This is an optimization exercise on Yosys and OpenROAD, whose aim is small area, a short achievable clock period and few clock cycles, not a production implementation. At most, simulation tests tie the RTL to the original design; equivalence was not proved.

==> 11-12: inputs <==
Design TotalALU, start of the top module:
module TotalALU( clk, dataA, dataB, Signal, control, Output, Busy, reset );
==> flow/config.mk <==
export PLATFORM = sky130hd
export DESIGN_NAME = TotalALU
export DESIGN_NICKNAME = TotalALU
export VERILOG_FILES = /design/flow/design.v
export SDC_FILE = /design/flow/constraint.sdc
export NUM_CORES = 4
export LEC_CHECK = 0
export CAP_MARGIN = 20
export CORE_MARGIN = 2
export CORE_UTILIZATION = 40
export SLEW_MARGIN = 20
export SYNTH_HIERARCHICAL = 1
export SYNTH_MINIMUM_KEEP_SIZE = 0
==> flow/constraint.sdc <==
create_clock -name core_clock -period 24.0 [get_ports {clk}]
set_input_delay 4.8000 -clock core_clock [delete_from_list [all_inputs] [get_ports {clk}]]
set_output_delay 4.8000 -clock core_clock [all_outputs]
set_load 0.01 [all_outputs]
standard.sh (not shown) runs the stock make flow with config.mk's settings and CLKGATE_MAP_FILE= SYNTH_SCRIPT=/design/flow/synth_recipe.tcl, a recipe that flattens the netlist after the stock synthesis.
==> flow/flow/run.sh <==
#!/bin/bash
# Layout: the standard flow (standard.sh: standard synthesis, floorplan,
# placement, CTS, routing), with two changes:
#  - the port buffers are buf_1 cells (repair_timing upsizes the critical ones) rather than the delay cells buffer_ports
#    picks by default (every input and output port still gets a buffer);
#  - repair_timing aims for SETUP_SLACK_MARGIN ns more setup slack than the
#    clock needs, so it shortens the port-to-port paths that set the period.
# The clock, its period and the I/O constraints are the standard flow's, unchanged.
set -euo pipefail
MARGIN=${MARGIN:-11}
bash standard.sh "SETUP_SLACK_MARGIN=$MARGIN" \
  "BUFFER_PORTS_ARGS=-buffer_cell sky130_fd_sc_hd__buf_1" REMOVE_ABC_BUFFERS=1 finish > standard_flow.log 2>&1
==> inputs of 07-06, as changes to 11-12 <==
--- a/flow/design.v
+++ b/flow/design.v
@@ -52,67 +52,113 @@
 wire a_G14 = a_g[27] | (a_p[27] & a_g[26]);
 wire a_P14 = a_p[27] & a_p[26];
 wire a_G15 = a_g[29] | (a_p[29] & a_g[28]);
 wire a_P15 = a_p[29] & a_p[28];
 wire a_G16 = a_g[31] | (a_p[31] & a_g[30]);
 wire a_P16 = a_p[31] & a_p[30];
-wire a_G17 = a_G2 | (a_P2 & a_G1);
-wire a_G18 = a_G4 | (a_P4 & a_G3);
-wire a_P18 = a_P4 & a_P3;
-wire a_G19 = a_G6 | (a_P6 & a_G5);
-wire a_P19 = a_P6 & a_P5;
-wire a_G20 = a_G8 | (a_P8 & a_G7);
-wire a_P20 = a_P8 & a_P7;
-wire a_G21 = a_G10 | (a_P10 & a_G9);
-wire a_P21 = a_P10 & a_P9;
-wire a_G22 = a_G12 | (a_P12 & a_G11);
-wire a_P22 = a_P12 & a_P11;
-wire a_G23 = a_G14 | (a_P14 & a_G13);
-wire a_P23 = a_P14 & a_P13;
-wire a_G24 = a_G16 | (a_P16 & a_G15);
-wire a_P24 = a_P16 & a_P15;
-wire a_G25 = a_G18 | (a_P18 & a_G17);
-wire a_G26 = a_G20 | (a_P20 & a_G19);
-wire a_P26 = a_P20 & a_P19;
-wire a_G27 = a_G22 | (a_P22 & a_G21);
-wire a_P27 = a_P22 & a_P21;
-wire a_G28 = a_G24 | (a_P24 & a_G23);
-wire a_P28 = a_P24 & a_P23;
-wire a_G29 = a_G26 | (a_P26 & a_G25);
-wire a_G30 = a_G28 | (a_P28 & a_G27);
-wire a_P30 = a_P28 & a_P27;
-wire a_G31 = a_G30 | (a_P30 & a_G29);
-wire a_G32 = a_G27 | (a_P27 & a_G29);
-wire a_G33 = a_G19 | (a_P19 & a_G25);
-wire a_G34 = a_G21 | (a_P21 & a_G29);
-wire a_G35 = a_G23 | (a_P23 & a_G32);
-wire a_G36 = a_G3 | (a_P3 & a_G17);
-wire a_G37 = a_G5 | (a_P5 & a_G25);
-wire a_G38 = a_G7 | (a_P7 & a_G33);
-wire a_G39 = a_G9 | (a_P9 & a_G29);
-wire a_G40 = a_G11 | (a_P11 & a_G34);
-wire a_G41 = a_G13 | (a_P13 & a_G32);
-wire a_G42 = a_G15 | (a_P15 & a_G35);
-wire a_G43 = a_g[2] | (a_p[2] & a_G1);
-wire a_G44 = a_g[4] | (a_p[4] & a_G17);
-wire a_G45 = a_g[6] | (a_p[6] & a_G36);
-wire a_G46 = a_g[8] | (a_p[8] & a_G25);
-wire a_G47 = a_g[10] | (a_p[10] & a_G37);
-wire a_G48 = a_g[12] | (a_p[12] & a_G33);
-wire a_G49 = a_g[14] | (a_p[14] & a_G38);
-wire a_G50 = a_g[16] | (a_p[16] & a_G29);
-wire a_G51 = a_g[18] | (a_p[18] & a_G39);
-wire a_G52 = a_g[20] | (a_p[20] & a_G34);
-wire a_G53 = a_g[22] | (a_p[22] & a_G40);
-wire a_G54 = a_g[24] | (a_p[24] & a_G32);
-wire a_G55 = a_g[26] | (a_p[26] & a_G41);
-wire a_G56 = a_g[28] | (a_p[28] & a_G35);
-wire a_G57 = a_g[30] | (a_p[30] & a_G42);
-wire [31:0] a_c = {a_G57, a_G42, a_G56, a_G35, a_G55, a_G41, a_G54, a_G32, a_G53, a_G40, a_G52, a_G34, a_G51, a_G39, a_G50, a_G29, a_G49, a_G38, a_G48, a_G33, a_G47, a_G37, a_G46, a_G25, a_G45, a_G36, a_G44, a_G17, a_G43, a_G1, a_g0c, sub};
+wire a_G17 = a_g[2] | (a_p[2] & a_G1);
+wire a_G18 = a_G2 | (a_P2 & a_G1);
+wire a_G19 = a_g[6] | (a_p[6] & a_G3);
+wire a_P19 = a_p[6] & a_P3;
+wire a_G20 = a_G4 | (a_P4 & a_G3);
+wire a_P20 = a_P4 & a_P3;
+wire a_G21 = a_g[10] | (a_p[10] & a_G5);
+wire a_P21 = a_p[10] & a_P5;
+wire a_G22 = a_G6 | (a_P6 & a_G5);
+wire a_P22 = a_P6 & a_P5;
+wire a_G23 = a_g[14] | (a_p[14] & a_G7);
+wire a_P23 = a_p[14] & a_P7;
+wire a_G24 = a_G8 | (a_P8 & a_G7);
+wire a_P24 = a_P8 & a_P7;
+wire a_G25 = a_g[18] | (a_p[18] & a_G9);
+wire a_P25 = a_p[18] & a_P9;
+wire a_G26 = a_G10 | (a_P10 & a_G9);
+wire a_P26 = a_P10 & a_P9;
+wire a_G27 = a_g[22] | (a_p[22] & a_G11);
+wire a_P27 = a_p[22] & a_P11;
+wire a_G28 = a_G12 | (a_P12 & a_G11);
+wire a_P28 = a_P12 & a_P11;
+wire a_G29 = a_g[26] | (a_p[26] & a_G13);
+wire a_P29 = a_p[26] & a_P13;
+wire a_G30 = a_G14 | (a_P14 & a_G13);
+wire a_P30 = a_P14 & a_P13;
+wire a_G31 = a_g[30] | (a_p[30] & a_G15);
+wire a_P31 = a_p[30] & a_P15;
+wire a_G32 = a_G16 | (a_P16 & a_G15);
+wire a_P32 = a_P16 & a_P15;
+wire a_G33 = a_g[4] | (a_p[4] & a_G18);
+wire a_G34 = a_G3 | (a_P3 & a_G18);
+wire a_G35 = a_G19 | (a_P19 & a_G18);
+wire a_G36 = a_G20 | (a_P20 & a_G18);
+wire a_G37 = a_g[12] | (a_p[12] & a_G22);
+wire a_P37 = a_p[12] & a_P22;
+wire a_G38 = a_G7 | (a_P7 & a_G22);
+wire a_P38 = a_P7 & a_P22;
+wire a_G39 = a_G23 | (a_P23 & a_G22);
+wire a_P39 = a_P23 & a_P22;
+wire a_G40 = a_G24 | (a_P24 & a_G22);
+wire a_P40 = a_P24 & a_P22;
+wire a_G41 = a_g[20] | (a_p[20] & a_G26);
+wire a_P41 = a_p[20] & a_P26;
+wire a_G42 = a_G11 | (a_P11 & a_G26);
+wire a_P42 = a_P11 & a_P26;
+wire a_G43 = a_G27 | (a_P27 & a_G26);
+wire a_P43 = a_P27 & a_P26;
+wire a_G44 = a_G28 | (a_P28 & a_G26);
+wire a_P44 = a_P28 & a_P26;
+wire a_G45 = a_g[28] | (a_p[28] & a_G30);
+wire a_P45 = a_p[28] & a_P30;
+wire a_G46 = a_G15 | (a_P15 & a_G30);
+wire a_P46 = a_P15 & a_P30;
+wire a_G47 = a_G31 | (a_P31 & a_G30);
+wire a_P47 = a_P31 & a_P30;
+wire a_G48 = a_G32 | (a_P32 & a_G30);
+wire a_P48 = a_P32 & a_P30;
+wire a_G49 = a_g[8] | (a_p[8] & a_G36);
+wire a_G50 = a_G5 | (a_P5 & a_G36);
+wire a_G51 = a_G21 | (a_P21 & a_G36);
+wire a_G52 = a_G22 | (a_P22 & a_G36);
+wire a_G53 = a_G37 | (a_P37 & a_G36);
+wire a_G54 = a_G38 | (a_P38 & a_G36);
+wire a_G55 = a_G39 | (a_P39 & a_G36);
+wire a_G56 = a_G40 | (a_P40 & a_G36);
+wire a_G57 = a_g[24] | (a_p[24] & a_G44);
+wire a_P57 = a_p[24] & a_P44;
+wire a_G58 = a_G13 | (a_P13 & a_G44);
+wire a_P58 = a_P13 & a_P44;
+wire a_G59 = a_G29 | (a_P29 & a_G44);
+wire a_P59 = a_P29 & a_P44;
+wire a_G60 = a_G30 | (a_P30 & a_G44);
+wire a_P60 = a_P30 & a_P44;
+wire a_G61 = a_G45 | (a_P45 & a_G44);
+wire a_P61 = a_P45 & a_P44;
+wire a_G62 = a_G46 | (a_P46 & a_G44);
+wire a_P62 = a_P46 & a_P44;
+wire a_G63 = a_G47 | (a_P47 & a_G44);
+wire a_P63 = a_P47 & a_P44;
+wire a_G64 = a_G48 | (a_P48 & a_G44);
+wire a_P64 = a_P48 & a_P44;
+wire a_G65 = a_g[16] | (a_p[16] & a_G56);
+wire a_G66 = a_G9 | (a_P9 & a_G56);
+wire a_G67 = a_G25 | (a_P25 & a_G56);
+wire a_G68 = a_G26 | (a_P26 & a_G56);
+wire a_G69 = a_G41 | (a_P41 & a_G56);
+wire a_G70 = a_G42 | (a_P42 & a_G56);
+wire a_G71 = a_G43 | (a_P43 & a_G56);
+wire a_G72 = a_G44 | (a_P44 & a_G56);
+wire a_G73 = a_G57 | (a_P57 & a_G56);
+wire a_G74 = a_G58 | (a_P58 & a_G56);
+wire a_G75 = a_G59 | (a_P59 & a_G56);
+wire a_G76 = a_G60 | (a_P60 & a_G56);
+wire a_G77 = a_G61 | (a_P61 & a_G56);
+wire a_G78 = a_G62 | (a_P62 & a_G56);
+wire a_G79 = a_G63 | (a_P63 & a_G56);
+wire a_G80 = a_G64 | (a_P64 & a_G56);
+wire [31:0] a_c = {a_G79, a_G78, a_G77, a_G76, a_G75, a_G74, a_G73, a_G72, a_G71, a_G70, a_G69, a_G68, a_G67, a_G66, a_G65, a_G56, a_G55, a_G54, a_G53, a_G52, a_G51, a_G50, a_G49, a_G36, a_G35, a_G34, a_G33, a_G18, a_G17, a_G1, a_g0c, sub};
 assign sum = a_p ^ a_c;
-assign cout = a_G31;
+assign cout = a_G80;
 wire lt = ~cout;
 wire [31:0] shl = dataA << dataB[4:0];
 reg [64:0] P;
 reg [31:0] A;
 reg [1:0]  cnt;
 assign Busy = cnt != 2'd0;
--- a/flow/flow/run.sh
+++ b/flow/flow/run.sh
@@ -4,9 +4,9 @@
 #  - the port buffers are buf_1 cells (repair_timing upsizes the critical ones) rather than the delay cells buffer_ports
 #    picks by default (every input and output port still gets a buffer);
 #  - repair_timing aims for SETUP_SLACK_MARGIN ns more setup slack than the
 #    clock needs, so it shortens the port-to-port paths that set the period.
 # The clock, its period and the I/O constraints are the standard flow's, unchanged.
 set -euo pipefail
-MARGIN=${MARGIN:-11}
+MARGIN=${MARGIN:-11.25}
 bash standard.sh "SETUP_SLACK_MARGIN=$MARGIN" \
   "BUFFER_PORTS_ARGS=-buffer_cell sky130_fd_sc_hd__buf_1" REMOVE_ABC_BUFFERS=1 finish > standard_flow.log 2>&1
==> summary.txt <==
- The run finished with no timing, DRC or antenna violations.
- After detailed routing, the average wire length per cell comes to 25.6 µm.
- The die height is 196 µm.
- The first-pass GRT wire length is 85700 µm.
- The post-place instance area is 15600 µm².
That was 07-06.
==> summary.txt <==
- The flow ran to the end and the layout has no timing, DRC or antenna violations.
- The placed instances occupy a cell area of 15500 µm².
- The first global-routing pass estimated 83600 µm of wire.
- Of the available clock period, the critical path in the final layout requires 0.554.
That was 11-12.
Testbench counts of 07-06, summed over its fixed seeds: cycles 4,330.
Only the layout flow was run in 11-12; the RTL was not checked for function there.

## afterwards: timing with drivers on the ports
The flow's constraints put no driver on any port. The routed layouts listed below were extracted and timed again, unchanged, in two steps. Step 1, drivers: a clkbuf_16 drives clk and a buf_2 each remaining input, both assumed. Step 2 also shifts input and output timing later by t, the mid clock arrival at the registers, as if the neighbouring blocks saw the same clock. Three values: ideal ports, drivers, drivers and shift; two values: the first two.
| run | t (ns) | slack for setup (ns) | worst setup path after step 2 |
|---|---|---|---|
| 11-12 | 0.426 | 10.697 / 10.651 / 10.651 | input to output |
| 07-06 | 0.427 | 11.275 / 11.227 / 11.227 | input to output |
After both steps setup and hold are still met in every run listed. The setup slack of 07-06, which loses most, moves by -0.048 ns with the drivers and by -0.048 ns with both steps.
